From an optimization exercise on the open Yosys and OpenROAD flow, aimed at small area and a short achievable clock period; shortcuts taken in it are not production practice.
The RTL was checked by simulation tests, not by an equivalence proof against the original design.
No activity file was given, so power comes from the tool's default toggle rates.

==> flow/design.v (excerpt) <==
module KalmanFilter(
    input clk,
    input reset,
    input valid_in,
    input [7:0] z_k,
    output reg [7:0] x_k
);
Settings: LEC_CHECK=0, CAP_MARGIN=20, CORE_MARGIN=2, CORE_UTILIZATION=40, CTS_BUF_LIST=sky130_fd_sc_hd__clkbuf_4, SLEW_MARGIN=20; clock period 40.0 ns.
standard.sh (not shown) runs the stock make flow with config.mk's settings and CLKGATE_MAP_FILE= SYNTH_SCRIPT=/design/flow/synth_recipe.tcl, a recipe that flattens the netlist after the stock synthesis.
==> flow/flow/run.sh <==
#!/bin/bash
# Layout flow: the standard flow (standard.sh) with these changes:
#  - synthesis keeps module kf_x (the logic that only depends on registers)
#    separate until technology mapping, maps it for area (flow/area.abc) and
#    the rest of the design for delay with area recovery and gate sizing
#    (flow/delay.abc),
#    instead of ORFS's single ABC script; the design is flattened afterwards
#    exactly as in the standard synthesis;
#  - full/half-adder extraction is skipped (ADDER_MAP_FILE left empty);
#  - ports are buffered with buf_2 cells.
# Registers, their names and cell types are those of the standard synthesis.
set -euo pipefail
here=$(pwd)
cat > my_synth.tcl <<EOT
proc abc {args} {
  set i [lsearch -exact \$args -script]
  set ax \$args; lset ax [expr {\$i + 1}] $here/flow/area.abc
  set at \$args; lset at [expr {\$i + 1}] $here/flow/delay.abc
  yosys abc {*}\$ax kf_x
  yosys abc {*}\$at KalmanFilter
}
source $here/synth_recipe.tcl
EOT
sed -e "s#SYNTH_SCRIPT=[^ ]*#SYNTH_SCRIPT=$here/my_synth.tcl ADDER_MAP_FILE=#" standard.sh > my_standard.sh
grep -q "my_synth.tcl ADDER_MAP_FILE=" my_standard.sh
export SYNTH_KEEP_MODULES=kf_x
export PRE_DETAIL_PLACE_TCL=$here/flow/pre_dp.tcl
export BUFFER_PORTS_ARGS="-buffer_cell sky130_fd_sc_hd__buf_2"
bash my_standard.sh > flow.log 2>&1
==> flow/flow/area.abc <==
strash
dch -f
amap
topo
stime -p
==> flow/flow/delay.abc <==
strash
dch -f
map -D 2500
topo
upsize -D 2300
topo
stime -p
==> flow/flow/pre_dp.tcl <==
# Output ports only drive the 0.01 pF port load: use buf_1 as their buffers.
foreach inst [[ord::get_db_block] getInsts] {
  set n [$inst getName]
  if {[string match "output*" $n] && [[$inst getMaster] getName] == "sky130_fd_sc_hd__buf_2"} {
    replace_cell $n sky130_fd_sc_hd__buf_1
  }
}
The first run finished with timing, DRC and antenna clean.
Change:
==> flow/flow/delay.abc (replaced) <==
strash
dch -f
map -D 2500
topo
upsize -D 2300
dnsize -D 2300
topo
stime -p
CORE_UTILIZATION = 55   (was 40)
Clock power shrinks by about 2%.
Total power shrinks by 1.3%.
Cell area shrinks by 2.5%.
First-iteration DRC count grows by 3.4%.
Sequential share of layout area grows by 0.38 points.
Change:
==> flow/flow/delay.abc (replaced) <==
strash
dch -f
map -D 2800
topo
upsize -D 2500
dnsize -D 2500
topo
stime -p
CORE_UTILIZATION = 40   (was 55)
=> Sequential share of layout area rose by 0.11 points; clock power fell by 5.2%; die area rose by 32%.
Change:
==> flow/flow/delay.abc (replaced) <==
strash
dch -f
map -D 2500
topo
upsize -D 2300
dnsize -D 2300
topo
stime -p
CTS_BUF_LIST = sky130_fd_sc_hd__clkbuf_2   (was sky130_fd_sc_hd__clkbuf_4)
- worst hold slack gains 0.015 ns
- routed wire length rises by 1.6%
- sequential power hardly moves
- area after synthesis rises by 2.2%
- global-route usage rises by 0.46 points


exp/violet:
Starting RTL as in the previous note.
==> flow/config.mk <==
export PLATFORM = sky130hd
export DESIGN_NAME = KalmanFilter
export DESIGN_NICKNAME = KalmanFilter
export VERILOG_FILES = /design/flow/design.v
export SDC_FILE = /design/flow/constraint.sdc
export NUM_CORES = 4
export LEC_CHECK = 0
export CAP_MARGIN = 20
export CORE_MARGIN = 2
export CORE_UTILIZATION = 40
export CTS_BUF_LIST = sky130_fd_sc_hd__clkbuf_4
export SLEW_MARGIN = 20
==> flow/constraint.sdc <==
create_clock -name core_clock -period 40.0 [get_ports {clk}]
set_input_delay 8.0000 -clock core_clock [delete_from_list [all_inputs] [get_ports {clk}]]
set_output_delay 8.0000 -clock core_clock [all_outputs]
set_load 0.01 [all_outputs]
==> flow/flow/delay.abc <==
strash
dch -f
map -D 2500
topo
upsize -D 2300
dnsize -D 2300
topo
stime -p
Scripts as last shown in full above: flow/flow/run.sh, flow/flow/area.abc, flow/flow/pre_dp.tcl
What exp/zinc does differently from exp/violet at the input level:
==> flow/flow/delay.abc <==
strash
dch -f
map -D 2200
topo
upsize -D 2000
dnsize -D 2000
topo
stime -p
==> results.txt <==
The run showing the greater leakage power is exp/zinc. exp/violet -> exp/zinc: total number of multi-input combinational cells increased by a few percent. exp/zinc vs. exp/violet: via-per-instance ratio went up by 2.6%. The higher power per unit of standard cell area of exp/zinc and exp/violet is in exp/violet. For exp/zinc, the worst setup path startpoint was z_k[4], unlike exp/violet, where it was z_k[0]. Per the comparison of exp/zinc with exp/violet, combinational power -about 2%; multi-input logic portion of the cell area +0.23 points; met2 wire length +about 10%. Looking at final cell count across exp/zinc and exp/violet, the one that comes out higher is exp/zinc. Finished layout cell area: lower on exp/violet.
Here is what was changed in the inputs of exp/maple compared with exp/zinc.
# exp/zinc
export LEC_CHECK = 0
export CAP_MARGIN = 20
export CORE_MARGIN = 2
export CORE_UTILIZATION = 40
export CTS_BUF_LIST = sky130_fd_sc_hd__clkbuf_4
export SLEW_MARGIN = 20
create_clock -name core_clock -period 40.0 [get_ports {clk}]
# exp/maple
export LEC_CHECK = 0
export CAP_MARGIN = 20
export CORE_MARGIN = 2
export CORE_UTILIZATION = 40
export CTS_BUF_LIST = sky130_fd_sc_hd__clkbuf_2
export PLACE_DENSITY = 0.75
export SLEW_MARGIN = 20
create_clock -name core_clock -period 40.0 [get_ports {clk}]
Findings:
exp/maple finished every stage and its layout cleared the timing, design-rule and antenna checks.
Of the two values seen for critical path's slowest cell, sky130_fd_sc_hd__a21boi_2 was produced by exp/maple and sky130_fd_sc_hd__o41ai_1 by exp/zinc.
Wire length reported by the detailed router in exp/maple is about 3.4% higher than in exp/zinc
Going from exp/zinc to exp/maple, power shrank by a few percent.
Count of buffer and inverter cells on the critical path: exp/maple vs exp/zinc up 1
exp/maple vs exp/zinc, depth of the critical timing path with buffers and inverters included went up by 2.
On sequential share of layout area, exp/maple and exp/zinc are basically level.
For exp/maple, the critical path launch point was z_k[6], unlike exp/zinc, where it was z_k[4].
[exp/maple] clock input transition at the sequential cells of the worst setup and hold paths rose 30 ps relative to exp/zinc
Combinational share of power: exp/maple vs exp/zinc up 2.0 points
Re clock-buffer cell count: no difference whatsoever between exp/maple and exp/zinc.
When exp/maple is set beside exp/zinc, its total met3 wirelength after detailed routing turns out to be 130% larger.
Compared with exp/zinc, exp/maple shows sum of routed wire segments on met1 higher by about 1.8%.
Setup slack down 50 ps in exp/maple wrt exp/zinc
--- input diff exp/maple..exp/cedar ---
# exp/maple
export LEC_CHECK = 0
export CAP_MARGIN = 20
export CORE_MARGIN = 2
export CORE_UTILIZATION = 40
export CTS_BUF_LIST = sky130_fd_sc_hd__clkbuf_2
export PLACE_DENSITY = 0.75
export SLEW_MARGIN = 20
create_clock -name core_clock -period 40.0 [get_ports {clk}]
# exp/cedar
export LEC_CHECK = 0
export CAP_MARGIN = 20
export CORE_MARGIN = 2
export CORE_UTILIZATION = 40
export CTS_BUF_LIST = sky130_fd_sc_hd__clkbuf_4
export SLEW_MARGIN = 20
create_clock -name core_clock -period 40.0 [get_ports {clk}]
-- flow/flow/run.sh --
<<< exp/maple, line 3
#  - synthesis keeps module kf_x (the logic that only depends on registers)
#    separate until technology mapping, maps it for area (flow/area.abc) and
#    the rest of the design for delay with area recovery and gate sizing
#    (flow/delay.abc),
#    instead of ORFS's single ABC script; the design is flattened afterwards
#    exactly as in the standard synthesis;
>>> exp/cedar, line 3
#  - synthesis keeps module kf_x (the logic that only depends on registers)
#    separate until technology mapping, maps it for area (flow/area.abc) and
#    the rest of the design for delay with area recovery (flow/delay.abc),
#    instead of ORFS's single ABC script; the design is flattened afterwards
#    exactly as in the standard synthesis;
==> flow/flow/delay.abc <==
strash
dch -f
map -D 2500
topo
upsize -D 2300
dnsize -D 2300
topo
stime -p
--- outcome ---
exp/cedar against exp/maple: power per unit of standard cell area shows an increase of about 4.6%, combinational cell fraction of total power shows a reduction of 1.3 points.
Between exp/cedar and exp/maple, it is exp/cedar whose global router's overall resource usage is lower, by 0.16 points.
Post-layout worst setup margin: higher on exp/maple

## afterwards: timing with drivers on the ports
How much do the figures lean on ideal ports? The routed layouts below were timed once more, with nothing changed but the port constraints.
Step 1 sets driving cells, clkbuf_16 on the clock port and buf_2 on the other inputs (assumed; they add their load-dependent delay and slew).
Step 2 moves the port delays by t, midway between the first and last clock arrival at a register: inputs arrive t later, outputs are due t later. That takes back most of the time a late clock gives input paths.
Slacks: no drivers / after step 1 / after step 2; pairs: no drivers / after step 1.
run	t (ns)	setup slack, ns	slew at the worst register clock pin (ns)	worst slew at a driven data input, ns	cell pins on the clock port's net
the first run of note 1	0.296	29.376 / 29.378 / 29.082	0.08 / 0.08	0.03	1
the second run of note 1	0.294	29.347 / 29.351 / 29.056	0.08 / 0.08	0.04	1
the third run of note 1	0.282	29.085 / 29.084 / 28.802	0.07 / 0.07	0.03	1
the fourth run of note 1	0.278	29.350 / 29.352 / 29.074	0.12 / 0.12	0.03	1
exp/violet	0.291	29.364 / 29.365 / 29.074	0.08 / 0.08	0.03	1
exp/zinc	0.291	29.464 / 29.467 / 29.176	0.09 / 0.09	0.03	1
exp/maple	0.278	29.414 / 29.407 / 29.129	0.12 / 0.12	0.03	1
exp/cedar	0.291	29.364 / 29.365 / 29.074	0.08 / 0.08	0.03	1
After both steps every run listed still meets setup and hold. For the first run of note 1, which loses most, drivers alone change the setup slack by +0.002 ns; drivers and shift together by -0.294 ns.
